Background: an optimization exercise with open tools, aiming at small area. Do not read the settings as production practice.
Function was checked by simulation only, so behaviour that the tests miss may differ from the original.
No activity file was given, so power comes from the tool's default toggle rates.

==> flow/design.v (excerpt) <==
module ram_top(
	input  logic 	   clk,
	input  logic 	   rsta,
	input  logic 	   ena,
	input  logic       wea,
	input  logic [4:0] addra,
	input  logic [7:0] dina,
	output logic [7:0] douta,
	input  logic 	   rstb,
	input  logic 	   enb,
	input  logic 	   web,
	input  logic [4:0] addrb,
	input  logic [7:0] dinb,
	output logic [7:0] doutb
);
Size in the first run: roughly 1,300 cells after synthesis, about 270 flip-flops, roughly 49 I/O pins, about 0.012 mm² of cells after synthesis.
Settings: LEC_CHECK=0, CAP_MARGIN=20, CORE_MARGIN=2, CORE_UTILIZATION=40, GPL_TIMING_DRIVEN=0, SLEW_MARGIN=20, SYNTH_HIERARCHICAL=1; clock period 5.0 ns.
standard.sh (not shown) runs the stock make flow with config.mk's settings and CLKGATE_MAP_FILE= SYNTH_SCRIPT=/design/flow/synth_recipe.tcl, a recipe that flattens the netlist after the stock synthesis.
==> flow/flow/run.sh <==
#!/bin/bash
set -euo pipefail
export BUFFER_PORTS_ARGS="-buffer_cell sky130_fd_sc_hd__buf_1"
export CTS_ARGS="-sink_clustering_enable -repair_clock_nets -dont_use_dummy_load -buf_list sky130_fd_sc_hd__clkbuf_8 -sink_clustering_size 14 -sink_clustering_max_diameter 80"
bash standard.sh > standard.log 2>&1
The starting point produced a clean layout.
Change:
CORE_UTILIZATION = 55   (was 40)
GPL_TIMING_DRIVEN = 1   (was 0)
Outcome: Combinational power fell by about 0.9%. Global-route usage rose by 14 points. Utilization rose by 16 points. Maximum frequency rose by about 1.1%. Critical path depth fell by 1.
Change:
==> flow/run.sh (new file) <==
#!/bin/bash
# synth_recipe.tcl (not shown) runs the flow's synth.tcl, then flattens the netlist and writes it again
# the make line also repeats each setting of config.mk as NAME=value (left out here)
make -C /OpenROAD-flow-scripts/flow DESIGN_CONFIG=/design/flow/config.mk WORK_HOME=/design/flow/orfs CLKGATE_MAP_FILE= SYNTH_SCRIPT=/design/flow/synth_recipe.tcl finish
CORE_UTILIZATION = 40   (was 55)
CTS_BUF_LIST = sky130_fd_sc_hd__clkbuf_16   (was default)
CTS_CLUSTER_DIAMETER = 60   (was default)
CTS_CLUSTER_SIZE = 20   (was default)
GPL_TIMING_DRIVEN = 0   (was 1)
removed: flow/flow/run.sh
removed: flow/standard.sh
The changed run ran to the end with no violations. Routed wire length drops by 1.5%. Area after synthesis is unchanged. Total power climbs by 25%. Global-route usage drops by 13 points. Non-clock buffer count climbs by 1. Setup slack gets worse by 0.56 ns. Final cell count climbs by 8.8%. Register-to-register slack stays flat. Sequential power drops by about 1%. Clock skew drops by 0.048 ns.
Change:
==> flow/flow/run.sh (new file) <==
#!/bin/bash
set -euo pipefail
export BUFFER_PORTS_ARGS="-buffer_cell sky130_fd_sc_hd__buf_1"
export CTS_ARGS="-sink_clustering_enable -repair_clock_nets -dont_use_dummy_load -buf_list sky130_fd_sc_hd__clkbuf_16 -sink_clustering_size 20 -sink_clustering_max_diameter 150"
bash standard.sh > standard.log 2>&1
==> flow/standard.sh (new file) <==
#!/bin/bash
# synth_recipe.tcl (not shown) runs the flow's synth.tcl, then flattens the netlist and writes it again
# the make line also repeats each setting of config.mk as NAME=value (left out here)
make -C /OpenROAD-flow-scripts/flow DESIGN_CONFIG=/design/flow/config.mk WORK_HOME=/design/flow/orfs CLKGATE_MAP_FILE= SYNTH_SCRIPT=/design/flow/synth_recipe.tcl "${@:-finish}"
CTS_BUF_LIST = default   (was sky130_fd_sc_hd__clkbuf_16)
CTS_CLUSTER_DIAMETER = default   (was 60)
CTS_CLUSTER_SIZE = default   (was 20)
removed: flow/run.sh
The changed run passed the timing, design-rule and antenna checks; total power drops by 17%; cell area drops by 5.8%; worst setup slack is better by 0.42 ns; global-route usage drops by 0.56 points; register-to-register slack is better by 0.18 ns; wire length drops by 2.3%; sequential cell count does not change; area after synthesis is unchanged; sequential power barely changes; clock power drops by 41%; non-clock buffer count stays the same.

---

== P ==
The RTL this note starts from:
==> flow/design.v <==
module dual_port_ram (
	input  logic       clk,
	input  logic       wb,
	input  logic       sa,
	input  logic       hold,
	input  logic [7:0] nda,
	input  logic [7:0] ndb,
	output logic [7:0] q
);
	genvar j;
	generate
	for (j = 0; j < 8; j++) begin : bits
		ram_bit u_bit (
			.clk(clk), .wb(wb), .sa(sa), .hold(hold),
			.nda(nda[j]), .ndb(ndb[j]), .q(q[j])
		);
	end
	endgenerate
endmodule
module ram_bit (
	input  logic clk,
	input  logic wb,
	input  logic sa,
	input  logic hold,
	input  logic nda,
	input  logic ndb,
	output logic q
);
	always_ff @(posedge clk)
		q <= ~((wb & ndb) | (sa & nda) | (hold & ~q));
endmodule
module ram_word_ctl (
	input  logic nwbh,
	input  logic nwbl,
	input  logic nxah,
	input  logic nxal,
	output logic wb,
	output logic xa,
	output logic hold
);
	assign wb   = ~(nwbh | nwbl);
	assign xa   = ~(nxah | nxal);
	ram_nor2 u_hold (.a(wb), .b(xa), .y(hold));
endmodule
module ram_nor2 (
	input  logic a,
	input  logic b,
	output logic y
);
	assign y = ~(a | b);
endmodule
module ram_aoi3 (
	input  logic [2:0] s,
	input  logic [2:0] d,
	output logic       y
);
	assign y = ~|(s & d);
endmodule
module ram_read_bit (
	input  logic        clk,
	input  logic [31:0] sel,
	input  logic        hold,
	input  logic [31:0] d,
	output logic        q
);
	logic [32:0] s, dd;
	logic [10:0] y;
	assign s  = {hold, sel};
	assign dd = {q, d};
	genvar g;
	generate
	for (g = 0; g < 11; g++) begin : aoi
		ram_aoi3 u_aoi (.s(s[3*g+2:3*g]), .d(dd[3*g+2:3*g]), .y(y[g]));
	end
	endgenerate
	always_ff @(posedge clk)
		q <= ~&y;
endmodule
module ram_top(
	input  logic 	   clk,
	input  logic 	   rsta,
	input  logic 	   ena,
	input  logic       wea,
	input  logic [4:0] addra,
	input  logic [7:0] dina,
	output logic [7:0] douta,
	input  logic 	   rstb,
	input  logic 	   enb,
	input  logic 	   web,
	input  logic [4:0] addrb,
	input  logic [7:0] dinb,
	output logic [7:0] doutb
);
	logic        rst;
	logic [7:0]  nda, ndb;      
	logic        coll;          
	logic [3:0]  nwbh, nxah, rah, rbh;
	logic [7:0]  nwbl, nxal, ral, rbl;
	logic [31:0] wb, xa, hold;  
	logic [31:0] ra, rb;        
	logic        ha, hb;        
	logic [7:0]  mem [31:0];
	logic [31:0] col [7:0];
	assign rst = rsta | rstb;
	assign coll = ena & wea & enb & web & (addra == addrb);
	assign nda = ~((coll ? dinb : dina) & {8{~rst}});
	assign ndb = ~(dinb & {8{~rst}});
	assign ha  = ~rsta & ~(ena & ~wea);
	assign hb  = ~rstb & ~(enb & ~web);
	always_comb begin
		for (int i = 0; i < 4; i++) begin
			nwbh[i] = ~(enb & web & (addrb[4:3] == i[1:0]));
			nxah[i] = ~(rst | (ena & wea & (addra[4:3] == i[1:0])));
			rah[i]  = ~rsta & ena & ~wea & (addra[4:3] == i[1:0]);
			rbh[i]  = ~rstb & enb & ~web & (addrb[4:3] == i[1:0]);
		end
		for (int j = 0; j < 8; j++) begin
			nwbl[j] = ~(addrb[2:0] == j[2:0]);
			nxal[j] = ~(rst | (addra[2:0] == j[2:0]));
			ral[j]  = (addra[2:0] == j[2:0]);
			rbl[j]  = (addrb[2:0] == j[2:0]);
		end
		for (int k = 0; k < 32; k++) begin
			ra[k] = rah[k / 8] & ral[k % 8];
			rb[k] = rbh[k / 8] & rbl[k % 8];
		end
		for (int b = 0; b < 8; b++)
			for (int k = 0; k < 32; k++)
				col[b][k] = mem[k][b];
	end
	genvar k, j;
	generate
	for (k = 0; k < 32; k++) begin : words
		ram_word_ctl u_ctl (
			.nwbh(nwbh[k / 8]), .nwbl(nwbl[k % 8]), .nxah(nxah[k / 8]), .nxal(nxal[k % 8]),
			.wb(wb[k]), .xa(xa[k]), .hold(hold[k])
		);
		dual_port_ram u_word (
			.clk(clk), .wb(wb[k]), .sa(xa[k]), .hold(hold[k]),
			.nda(nda), .ndb(ndb), .q(mem[k])
		);
	end
	for (j = 0; j < 8; j++) begin : bits
		ram_read_bit u_ra (.clk(clk), .sel(ra), .hold(ha), .d(col[j]), .q(douta[j]));
		ram_read_bit u_rb (.clk(clk), .sel(rb), .hold(hb), .d(col[j]), .q(doutb[j]));
	end
	endgenerate
endmodule
clock: 5.0 ns
lec_check: 0
cap_margin: 20
core_margin: 2
core_utilization: 40
cts_buf_list: sky130_fd_sc_hd__clkbuf_8
cts_cluster_diameter: 50
cts_cluster_size: 12
slew_margin: 20
synth_hierarchical: 1
run.sh (not shown) runs the stock make flow with config.mk's settings and CLKGATE_MAP_FILE= SYNTH_SCRIPT=/design/flow/synth_recipe.tcl, a recipe that flattens the netlist after the stock synthesis.
Stock flow here: none of the scripts above is used.
Inputs modified between P and Q:
- CTS_CLUSTER_DIAMETER: 50 -> unset
- CTS_BUF_LIST: sky130_fd_sc_hd__clkbuf_8 -> unset
- GPL_TIMING_DRIVEN: unset -> 1
- CTS_CLUSTER_SIZE: 12 -> unset
==> flow/flow/run.sh (new file) <==
#!/bin/bash
set -euo pipefail
export BUFFER_PORTS_ARGS="-buffer_cell sky130_fd_sc_hd__buf_1"
export CTS_ARGS="-sink_clustering_enable -repair_clock_nets -dont_use_dummy_load -buf_list sky130_fd_sc_hd__clkbuf_8 -sink_clustering_size 16 -sink_clustering_max_diameter 40"
bash standard.sh > standard.log 2>&1
==> flow/standard.sh (new file) <==
#!/bin/bash
# synth_recipe.tcl (not shown) runs the flow's synth.tcl, then flattens the netlist and writes it again
# the make line also repeats each setting of config.mk as NAME=value (left out here)
make -C /OpenROAD-flow-scripts/flow DESIGN_CONFIG=/design/flow/config.mk WORK_HOME=/design/flow/orfs CLKGATE_MAP_FILE= SYNTH_SCRIPT=/design/flow/synth_recipe.tcl "${@:-finish}"
removed: flow/run.sh
## What came out
Taking P as the reference, in Q cell area after technology mapping now sits at about the same level, total power of the final layout -5.2%. Detail-routed via count per cell: Q vs P, no meaningful difference. Global-route usage over all layers essentially unchanged between P and Q.
> inputs changed (Q -> R)
==> flow/flow/run.sh <==
#!/bin/bash
set -euo pipefail
export BUFFER_PORTS_ARGS="-buffer_cell sky130_fd_sc_hd__buf_1"
export CTS_ARGS="-sink_clustering_enable -repair_clock_nets -dont_use_dummy_load -buf_list sky130_fd_sc_hd__clkbuf_8 -sink_clustering_size 14 -sink_clustering_max_diameter 80"
bash standard.sh > standard.log 2>&1
| number of inserted filler cells in the final layout | R vs Q | ≈ equal |
[compare] base=Q new=R: average wire per standard cell shows an increase of about 1%; net switching power of the design shows a reduction of 3.1%; area growth from synthesis to layout shows a reduction of 2.0 points.
R gives less ratio of cells with drive above 1 in the final layout than Q did.
The shortest clock period the worst path allows after layout number comes out lower for R vs Q.
Comparing R with Q, the area after detailed placement came out essentially unchanged.
R — via count 89 lower, Q as reference
Transition time at the pin with the least slew margin: R < Q
Q → R: post-route worst setup slack grew by 0.10 ns; cell internal power dissipation shrank by 9.3%.

-- separate check: timing with driven ports --
No port has a modelled driver above. Below, the same layouts with a new extraction and two added sets of constraints. Step 1 (the two cells are an assumption about what drives the block):
set clk [get_ports {clk}]
set_driving_cell -lib_cell sky130_fd_sc_hd__clkbuf_16 $clk
set_driving_cell -lib_cell sky130_fd_sc_hd__buf_2 [delete_from_list [all_inputs] $clk]
Step 2 adds t to the input delays and takes it off the output delays; t is the mean of the earliest and latest rising clock arrival at the registers after step 1. Input paths then give back, and output paths get back, about the clock's delay inside the block. a / b / c = ideal ports / drivers / drivers and shift; a / b = the first two.
run	t, ns	slack for setup (ns)	hold slack, ns	worst register clock-pin slew, ns
the first run of note 1	0.608	1.822 / 1.848 / 1.240	0.508 / 0.508 / 0.508	0.11 / 0.11
the second run of note 1	0.621	1.858 / 1.830 / 1.208	0.510 / 0.510 / 0.510	0.10 / 0.10
the third run of note 1	0.605	1.295 / 1.321 / 0.715	0.502 / 0.502 / 0.502	0.08 / 0.08
the fourth run of note 1	0.550	1.718 / 1.749 / 1.198	0.504 / 0.504 / 0.504	0.09 / 0.09
P	0.591	1.469 / 1.491 / 0.901	0.504 / 0.504 / 0.504	0.09 / 0.09
Q	0.591	1.662 / 1.691 / 1.100	0.502 / 0.502 / 0.502	0.08 / 0.08
R	0.631	1.766 / 1.797 / 1.167	0.508 / 0.508 / 0.508	0.11 / 0.11
After both steps setup and hold are still met in every run listed. The setup slack of the second run of note 1, which loses most, moves by -0.028 ns with the drivers and by -0.650 ns with both steps.
